Source: an optimization exercise on an open RTL-to-GDS flow (aim: small area, a short achievable clock period and few clock cycles per item). Production flows keep margins and buffers that such runs may drop.

==> flow/design.v <==
module IOTDF (input clk, input rst, input in_en, input [7:0] iot_in, input [2:0] fn_sel,
              output busy, output valid, output [127:0] iot_out);
    function [3:0] s1;
        input [5:0] x;
        reg [63:0] t0, t1, t2, t3;
        begin
            t0 = 64'h917be9066f81b478;
            t1 = 64'h27e9d492609f1f29;
            t2 = 64'hb0c7871b497826bd;
            t3 = 64'h869d497a86e67619;
            s1 = {t3[x], t2[x], t1[x], t0[x]};
        end
    endfunction
    function [3:0] s2;
        input [5:0] x;
        reg [63:0] t0, t1, t2, t3;
        begin
            t0 = 64'hcd235ad2b865168f;
            t1 = 64'h746a8b7462949fc3;
            t2 = 64'h68f93c169346c3e9;
            t3 = 64'he196196e69c3a659;
            s2 = {t3[x], t2[x], t1[x], t0[x]};
        end
    endfunction
    function [3:0] s3;
        input [5:0] x;
        reg [63:0] t0, t1, t2, t3;
        begin
            t0 = 64'h4b8d9c63a965569a;
            t1 = 64'h76b9960c39c2b749;
            t2 = 64'hd96a863526f4794a;
            t3 = 64'h96692d696b9c90d3;
            s3 = {t3[x], t2[x], t1[x], t0[x]};
        end
    endfunction
    function [3:0] s4;
        input [5:0] x;
        reg [63:0] t0, t1, t2, t3;
        begin
            t0 = 64'h09b77c1ac34998e7;
            t1 = 64'hacd1168f692cce71;
            t2 = 64'hcb69718c74ca0e97;
            t3 = 64'h92c3e719ed90583e;
            s4 = {t3[x], t2[x], t1[x], t0[x]};
        end
    endfunction
    function [3:0] s5;
        input [5:0] x;
        reg [63:0] t0, t1, t2, t3;
        begin
            t0 = 64'ha4cd96d24b76b948;
            t1 = 64'hc70b39c692f05d2b;
            t2 = 64'h695b9ca191666b96;
            t3 = 64'h429dcd6a79e1348e;
            s5 = {t3[x], t2[x], t1[x], t0[x]};
        end
    endfunction
    function [3:0] s6;
        input [5:0] x;
        reg [63:0] t0, t1, t2, t3;
        begin
            t0 = 64'h95a36a597c3ca34c;
            t1 = 64'h52cbe13c6d9216da;
            t2 = 64'hc69938d615e69a69;
            t3 = 64'hb44ab695c9a4695b;
            s6 = {t3[x], t2[x], t1[x], t0[x]};
        end
    endfunction
    function [3:0] s7;
        input [5:0] x;
        reg [63:0] t0, t1, t2, t3;
        begin
            t0 = 64'h348e9679497969a6;
            t1 = 64'h6a95f41a9e4b81f4;
            t2 = 64'h869cd96699e643c3;
            t3 = 64'h92c761f82c96d966;
            s7 = {t3[x], t2[x], t1[x], t0[x]};
        end
    endfunction
    function [3:0] s8;
        input [5:0] x;
        reg [63:0] t0, t1, t2, t3;
        begin
            t0 = 64'h9f6281cd619c7c2b;
            t1 = 64'ha71658a7c8f13f0c;
            t2 = 64'h394e96b1596aa569;
            t3 = 64'hc17abd2438c716b9;
            s8 = {t3[x], t2[x], t1[x], t0[x]};
        end
    endfunction
    function [55:0] pc1;
        input [63:0] k;
        pc1 = {k[7], k[15], k[23], k[31], k[39], k[47], k[55], k[63], k[6], k[14], k[22], k[30], k[38], k[46], k[54], k[62], k[5], k[13], k[21], k[29], k[37], k[45], k[53], k[61], k[4], k[12], k[20], k[28], k[1], k[9], k[17], k[25], k[33], k[41], k[49], k[57], k[2], k[10], k[18], k[26], k[34], k[42], k[50], k[58], k[3], k[11], k[19], k[27], k[35], k[43], k[51], k[59], k[36], k[44], k[52], k[60]};
    endfunction
    function [63:0] ipc1;
        input [55:0] cd;
        input [7:0] p;
        ipc1 = {cd[48], cd[40], cd[32], cd[0], cd[4], cd[12], cd[20], p[7], cd[49], cd[41], cd[33], cd[1], cd[5], cd[13], cd[21], p[6], cd[50], cd[42], cd[34], cd[2], cd[6], cd[14], cd[22], p[5], cd[51], cd[43], cd[35], cd[3], cd[7], cd[15], cd[23], p[4], cd[52], cd[44], cd[36], cd[28], cd[8], cd[16], cd[24], p[3], cd[53], cd[45], cd[37], cd[29], cd[9], cd[17], cd[25], p[2], cd[54], cd[46], cd[38], cd[30], cd[10], cd[18], cd[26], p[1], cd[55], cd[47], cd[39], cd[31], cd[11], cd[19], cd[27], p[0]};
    endfunction
    function [47:0] pc2;
        input [55:0] x;
        pc2 = {x[42], x[39], x[45], x[32], x[55], x[51], x[53], x[28], x[41], x[50], x[35], x[46], x[33], x[37], x[44], x[52], x[30], x[48], x[40], x[49], x[29], x[36], x[43], x[54], x[15], x[4], x[25], x[19], x[9], x[1], x[26], x[16], x[5], x[11], x[23], x[8], x[12], x[7], x[17], x[0], x[22], x[3], x[10], x[14], x[6], x[20], x[27], x[24]};
    endfunction
    function [63:0] ip;
        input [63:0] p;
        ip = {p[6], p[14], p[22], p[30], p[38], p[46], p[54], p[62], p[4], p[12], p[20], p[28], p[36], p[44], p[52], p[60], p[2], p[10], p[18], p[26], p[34], p[42], p[50], p[58], p[0], p[8], p[16], p[24], p[32], p[40], p[48], p[56], p[7], p[15], p[23], p[31], p[39], p[47], p[55], p[63], p[5], p[13], p[21], p[29], p[37], p[45], p[53], p[61], p[3], p[11], p[19], p[27], p[35], p[43], p[51], p[59], p[1], p[9], p[17], p[25], p[33], p[41], p[49], p[57]};
    endfunction
    function [63:0] fp;
        input [63:0] x;
        fp = {x[24], x[56], x[16], x[48], x[8], x[40], x[0], x[32], x[25], x[57], x[17], x[49], x[9], x[41], x[1], x[33], x[26], x[58], x[18], x[50], x[10], x[42], x[2], x[34], x[27], x[59], x[19], x[51], x[11], x[43], x[3], x[35], x[28], x[60], x[20], x[52], x[12], x[44], x[4], x[36], x[29], x[61], x[21], x[53], x[13], x[45], x[5], x[37], x[30], x[62], x[22], x[54], x[14], x[46], x[6], x[38], x[31], x[63], x[23], x[55], x[15], x[47], x[7], x[39]};
    endfunction
    function [47:0] e;
        input [31:0] x;
        e = {x[0], x[31], x[30], x[29], x[28], x[27], x[28], x[27], x[26], x[25], x[24], x[23], x[24], x[23], x[22], x[21], x[20], x[19], x[20], x[19], x[18], x[17], x[16], x[15], x[16], x[15], x[14], x[13], x[12], x[11], x[12], x[11], x[10], x[9], x[8], x[7], x[8], x[7], x[6], x[5], x[4], x[3], x[4], x[3], x[2], x[1], x[0], x[31]};
    endfunction
    function [31:0] pp;
        input [31:0] x;
        pp = {x[16], x[25], x[12], x[11], x[3], x[20], x[4], x[15], x[31], x[17], x[9], x[6], x[27], x[14], x[1], x[22], x[30], x[24], x[8], x[18], x[0], x[5], x[29], x[23], x[13], x[19], x[2], x[26], x[10], x[21], x[28], x[7]};
    endfunction
    function [2:0] crc8;
        input [2:0] r;
        input [7:0] d;
        integer i;
        reg [2:0] c;
        reg fb;
        begin
            c = r;
            for (i = 7; i >= 0; i = i - 1) begin
                fb = c[2] ^ d[i];
                c = {c[1], c[0] ^ fb, fb};
            end
            crc8 = c;
        end
    endfunction
    function [7:0] g2b;
        input c;
        input [7:0] g;
        integer i;
        reg b;
        begin
            b = c;
            for (i = 7; i >= 0; i = i - 1) begin
                b = b ^ g[i];
                g2b[i] = b;
            end
        end
    endfunction
    reg         busy_r, valid_r;
    reg [3:0]   cnt;         
    reg         m_des, m_enc;    
    reg         plsb;        
    reg [127:0] O;           
    reg         act;         
    reg [3:0]   rc;          
    reg [31:0]  Lr;
    reg [47:0]  Xr;          
    reg [27:0]  Cr, Dr;
    reg [7:0]   P;           
    assign busy = busy_r;
    assign valid = valid_r;
    assign iot_out = O;
    wire [127:0] blk   = {O[119:0], iot_in};       
    wire         first = (cnt == 4'd0);
    wire         last  = in_en & (cnt == 4'd15);
    wire         load  = last & m_des;
    wire         copy  = act & (rc == 4'd0);
    wire [55:0]  cd0 = pc1(blk[127:64]);
    wire [47:0]  K   = pc2({Cr, Dr});
    wire [31:0]  so  = {s1(Xr[47:42]), s2(Xr[41:36]), s3(Xr[35:30]), s4(Xr[29:24]),
                        s5(Xr[23:18]), s6(Xr[17:12]), s7(Xr[11:6]), s8(Xr[5:0])};
    wire [31:0]  fo  = pp(so);
    wire [47:0]  XK  = Xr ^ K;
    wire [31:0]  Rc  = {XK[46:43], XK[40:37], XK[34:31], XK[28:25], XK[22:19], XK[16:13], XK[10:7], XK[4:1]};
    wire [31:0]  Rn  = Lr ^ fo;
    wire [63:0]  des_out = fp({Rn, Rc});
    wire [55:0]  cd_key  = m_enc ? {Cr, Dr} : {Cr[0], Cr[27:1], Dr[0], Dr[27:1]};
    wire [63:0]  key_out = ipc1(cd_key, P);
    reg  [55:0]  cd_n;
    wire [63:0]  ip_blk = ip(blk[63:0]);
    wire [31:0]  Lsrc = load ? ip_blk[31:0] : Lr;
    wire [47:0]  Z    = e(Lsrc) ^ pc2(cd_n);
    wire [47:0]  Xn   = Z ^ (e(fo) & {48{~load}});
    wire         amt1 = (rc == 4'd1) | (rc == 4'd8) | (rc == 4'd15);
    wire         f_crc = (fn_sel == 3'd3);
    wire         f_b2g = (fn_sel == 3'd4);
    wire         f_g2b = (fn_sel == 3'd5);
    wire         c_in = ~first & (f_g2b ? O[0] : plsb);
    wire [2:0]   crc_in = first ? 3'd0 : O[2:0];
    reg  [7:0]   byte_in;
    always @(*) begin
        if (f_crc)      byte_in = {5'd0, crc8(crc_in, iot_in)};
        else if (f_b2g) byte_in = iot_in ^ {c_in, iot_in[7:1]};
        else if (f_g2b) byte_in = g2b(c_in, iot_in);
        else            byte_in = iot_in;
    end
    always @(*) begin
        if (load)
            cd_n = m_enc ? {cd0[54:28], cd0[55], cd0[26:0], cd0[27]} : cd0;
        else if (m_enc)
            cd_n = amt1 ? {Cr[26:0], Cr[27], Dr[26:0], Dr[27]} : {Cr[25:0], Cr[27:26], Dr[25:0], Dr[27:26]};
        else
            cd_n = amt1 ? {Cr[0], Cr[27:1], Dr[0], Dr[27:1]} : {Cr[1:0], Cr[27:2], Dr[1:0], Dr[27:2]};
    end
    wire busy_n = ~(in_en & (cnt == 4'd14)) &
                  (load | (act & ~((rc == 4'd0) | (rc == 4'd15))));
    wire valid_n = (last & ~m_des) | copy;
    always @(posedge clk or posedge rst) begin
        if (rst) begin
            busy_r <= 1'b0; valid_r <= 1'b0;
            cnt <= 4'd0;
            act <= 1'b0;
        end else begin
            busy_r <= busy_n; valid_r <= valid_n;
            if (in_en) cnt <= cnt + 4'd1;
            if (load) act <= 1'b1;
            else if (copy) act <= 1'b0;
        end
    end
    always @(posedge clk) begin
        plsb <= iot_in[0];
        m_des <= (fn_sel == 3'd1) | (fn_sel == 3'd2);
        m_enc <= (fn_sel == 3'd1);
        rc <= load ? 4'd1 : rc + 4'd1;
        if (copy) O <= {key_out, des_out};
        else O <= {O[119:8], O[7:3], O[2:0] & {3{~f_crc}}, byte_in};
        Xr <= Xn;
        {Cr, Dr} <= cd_n;
        if (load) begin
            Lr <= ip_blk[63:32];
            P <= {blk[120], blk[112], blk[104], blk[96], blk[88], blk[80], blk[72], blk[64]};
        end else begin
            Lr <= Rc;
        end
    end
endmodule
Settings: LEC_CHECK=0, ABC_AREA=1, ABC_CLOCK_PERIOD_IN_PS=2450, CAP_MARGIN=20, CORE_MARGIN=2, CORE_UTILIZATION=40, CTS_BUF_LIST=sky130_fd_sc_hd__clkbuf_8, CTS_CLUSTER_DIAMETER=60, CTS_CLUSTER_SIZE=14, SETUP_SLACK_MARGIN=2.05, SLEW_MARGIN=20; clock period 4.5 ns.
standard.sh (not shown) runs the stock make flow with config.mk's settings and CLKGATE_MAP_FILE= SYNTH_SCRIPT=/design/flow/synth_recipe.tcl, a recipe that flattens the netlist after the stock synthesis.
==> flow/flow/run.sh <==
#!/bin/bash
# Standard ORFS layout (the standard.sh, standard synthesis), with the
# port buffers made of sky130_fd_sc_hd__buf_1 instead of the resizer's default pick.
set -uo pipefail
export BUFFER_PORTS_ARGS="-buffer_cell sky130_fd_sc_hd__buf_1"
bash standard.sh > standard_flow.log 2>&1
The baseline completed with no timing, DRC or antenna violations.
Then changed:
--- a/flow/design.v
+++ b/flow/design.v
@@ -148,6 +148,9 @@
     reg         busy_r, valid_r;
     reg [3:0]   cnt;         
     reg         m_des, m_enc;    
+    reg         m_e0, m_d1;      
+    reg         ldA, ldB, ldC;   
+    reg         amt1;            
     reg         plsb;        
     reg [127:0] O;           
     reg         act;         
@@ -162,7 +165,7 @@
     wire [127:0] blk   = {O[119:0], iot_in};       
     wire         first = (cnt == 4'd0);
     wire         last  = in_en & (cnt == 4'd15);
-    wire         load  = last & m_des;
+    wire         load  = ldC;    
     wire         copy  = act & (rc == 4'd0);
     wire [55:0]  cd0 = pc1(blk[127:64]);
     wire [47:0]  K   = pc2({Cr, Dr});
@@ -177,10 +180,9 @@
     wire [63:0]  key_out = ipc1(cd_key, P);
     reg  [55:0]  cd_n;
     wire [63:0]  ip_blk = ip(blk[63:0]);
-    wire [31:0]  Lsrc = load ? ip_blk[31:0] : Lr;
+    wire [31:0]  Lsrc = ldB ? ip_blk[31:0] : Lr;
     wire [47:0]  Z    = e(Lsrc) ^ pc2(cd_n);
-    wire [47:0]  Xn   = Z ^ (e(fo) & {48{~load}});
-    wire         amt1 = (rc == 4'd1) | (rc == 4'd8) | (rc == 4'd15);
+    wire [47:0]  Xn   = Z ^ (e(fo) & {48{~ldB}});
     wire         f_crc = (fn_sel == 3'd3);
     wire         f_b2g = (fn_sel == 3'd4);
     wire         f_g2b = (fn_sel == 3'd5);
@@ -194,9 +196,9 @@
         else            byte_in = iot_in;
     end
     always @(*) begin
-        if (load)
-            cd_n = m_enc ? {cd0[54:28], cd0[55], cd0[26:0], cd0[27]} : cd0;
-        else if (m_enc)
+        if (ldA)
+            cd_n = m_d1 ? cd0 : {cd0[54:28], cd0[55], cd0[26:0], cd0[27]};
+        else if (m_e0)
             cd_n = amt1 ? {Cr[26:0], Cr[27], Dr[26:0], Dr[27]} : {Cr[25:0], Cr[27:26], Dr[25:0], Dr[27:26]};
         else
             cd_n = amt1 ? {Cr[0], Cr[27:1], Dr[0], Dr[27:1]} : {Cr[1:0], Cr[27:2], Dr[1:0], Dr[27:2]};
@@ -206,11 +208,12 @@
     wire valid_n = (last & ~m_des) | copy;
     always @(posedge clk or posedge rst) begin
         if (rst) begin
-            busy_r <= 1'b0; valid_r <= 1'b0;
+            busy_r <= 1'b0; valid_r <= 1'b0; ldC <= 1'b0;
             cnt <= 4'd0;
             act <= 1'b0;
         end else begin
             busy_r <= busy_n; valid_r <= valid_n;
+            ldC <= in_en & (cnt == 4'd14) & ((fn_sel == 3'd1) | (fn_sel == 3'd2));
             if (in_en) cnt <= cnt + 4'd1;
             if (load) act <= 1'b1;
             else if (copy) act <= 1'b0;
@@ -220,16 +223,17 @@
         plsb <= iot_in[0];
         m_des <= (fn_sel == 3'd1) | (fn_sel == 3'd2);
         m_enc <= (fn_sel == 3'd1);
+        m_e0 <= fn_sel[0];
+        m_d1 <= fn_sel[1];
+        ldA <= in_en & (cnt == 4'd14) & ~fn_sel[2];
+        ldB <= in_en & (cnt == 4'd14);
+        amt1 <= load | (rc == 4'd7) | (rc == 4'd14);
         rc <= load ? 4'd1 : rc + 4'd1;
         if (copy) O <= {key_out, des_out};
         else O <= {O[119:8], O[7:3], O[2:0] & {3{~f_crc}}, byte_in};
         Xr <= Xn;
         {Cr, Dr} <= cd_n;
-        if (load) begin
-            Lr <= ip_blk[63:32];
-            P <= {blk[120], blk[112], blk[104], blk[96], blk[88], blk[80], blk[72], blk[64]};
-        end else begin
-            Lr <= Rc;
-        end
+        Lr <= ldB ? ip_blk[63:32] : Rc;
+        if (ldA) P <= {blk[120], blk[112], blk[104], blk[96], blk[88], blk[80], blk[72], blk[64]};
     end
 endmodule
What happened: First-iteration DRC count is higher by roughly a tenth. Worst setup slack stays flat. Clock-buffer cell count climbs by 3. Design area falls slightly. Fmax is about the same.
No run of this note included a check of the RTL's function; only the layout flow was run.

port drivers added, routing unchanged:
The flow's constraints put no driver on any port. The routed layouts listed below were extracted and timed again, unchanged, in two steps. Step 1: set_driving_cell puts a clkbuf_16 on clk and a buf_2 on each other input, an assumption about the parent block. Step 2 times the ports against the registers' clock, not the clock port: input delays grow and output delays shrink by t, the midpoint of the rising clock arrivals with the driver on. a / b / c = ideal / step 1 / step 2; a / b = the first two.
| run | t, ns | slack for setup (ns) | clock arrival spread, ns | slew at the worst register clock pin (ns) |
|---|---|---|---|---|
| the first run | 0.647 | 2.147 / 2.147 / 1.638 | 0.030 / 0.029 | 0.10 / 0.10 |
| the second run | 0.676 | 2.148 / 2.148 / 1.877 | 0.023 / 0.022 | 0.10 / 0.10 |
After both steps setup and hold are still met in every run listed. For the first run, which loses most, drivers alone change the setup slack by 0.000 ns; drivers and shift together by -0.509 ns.
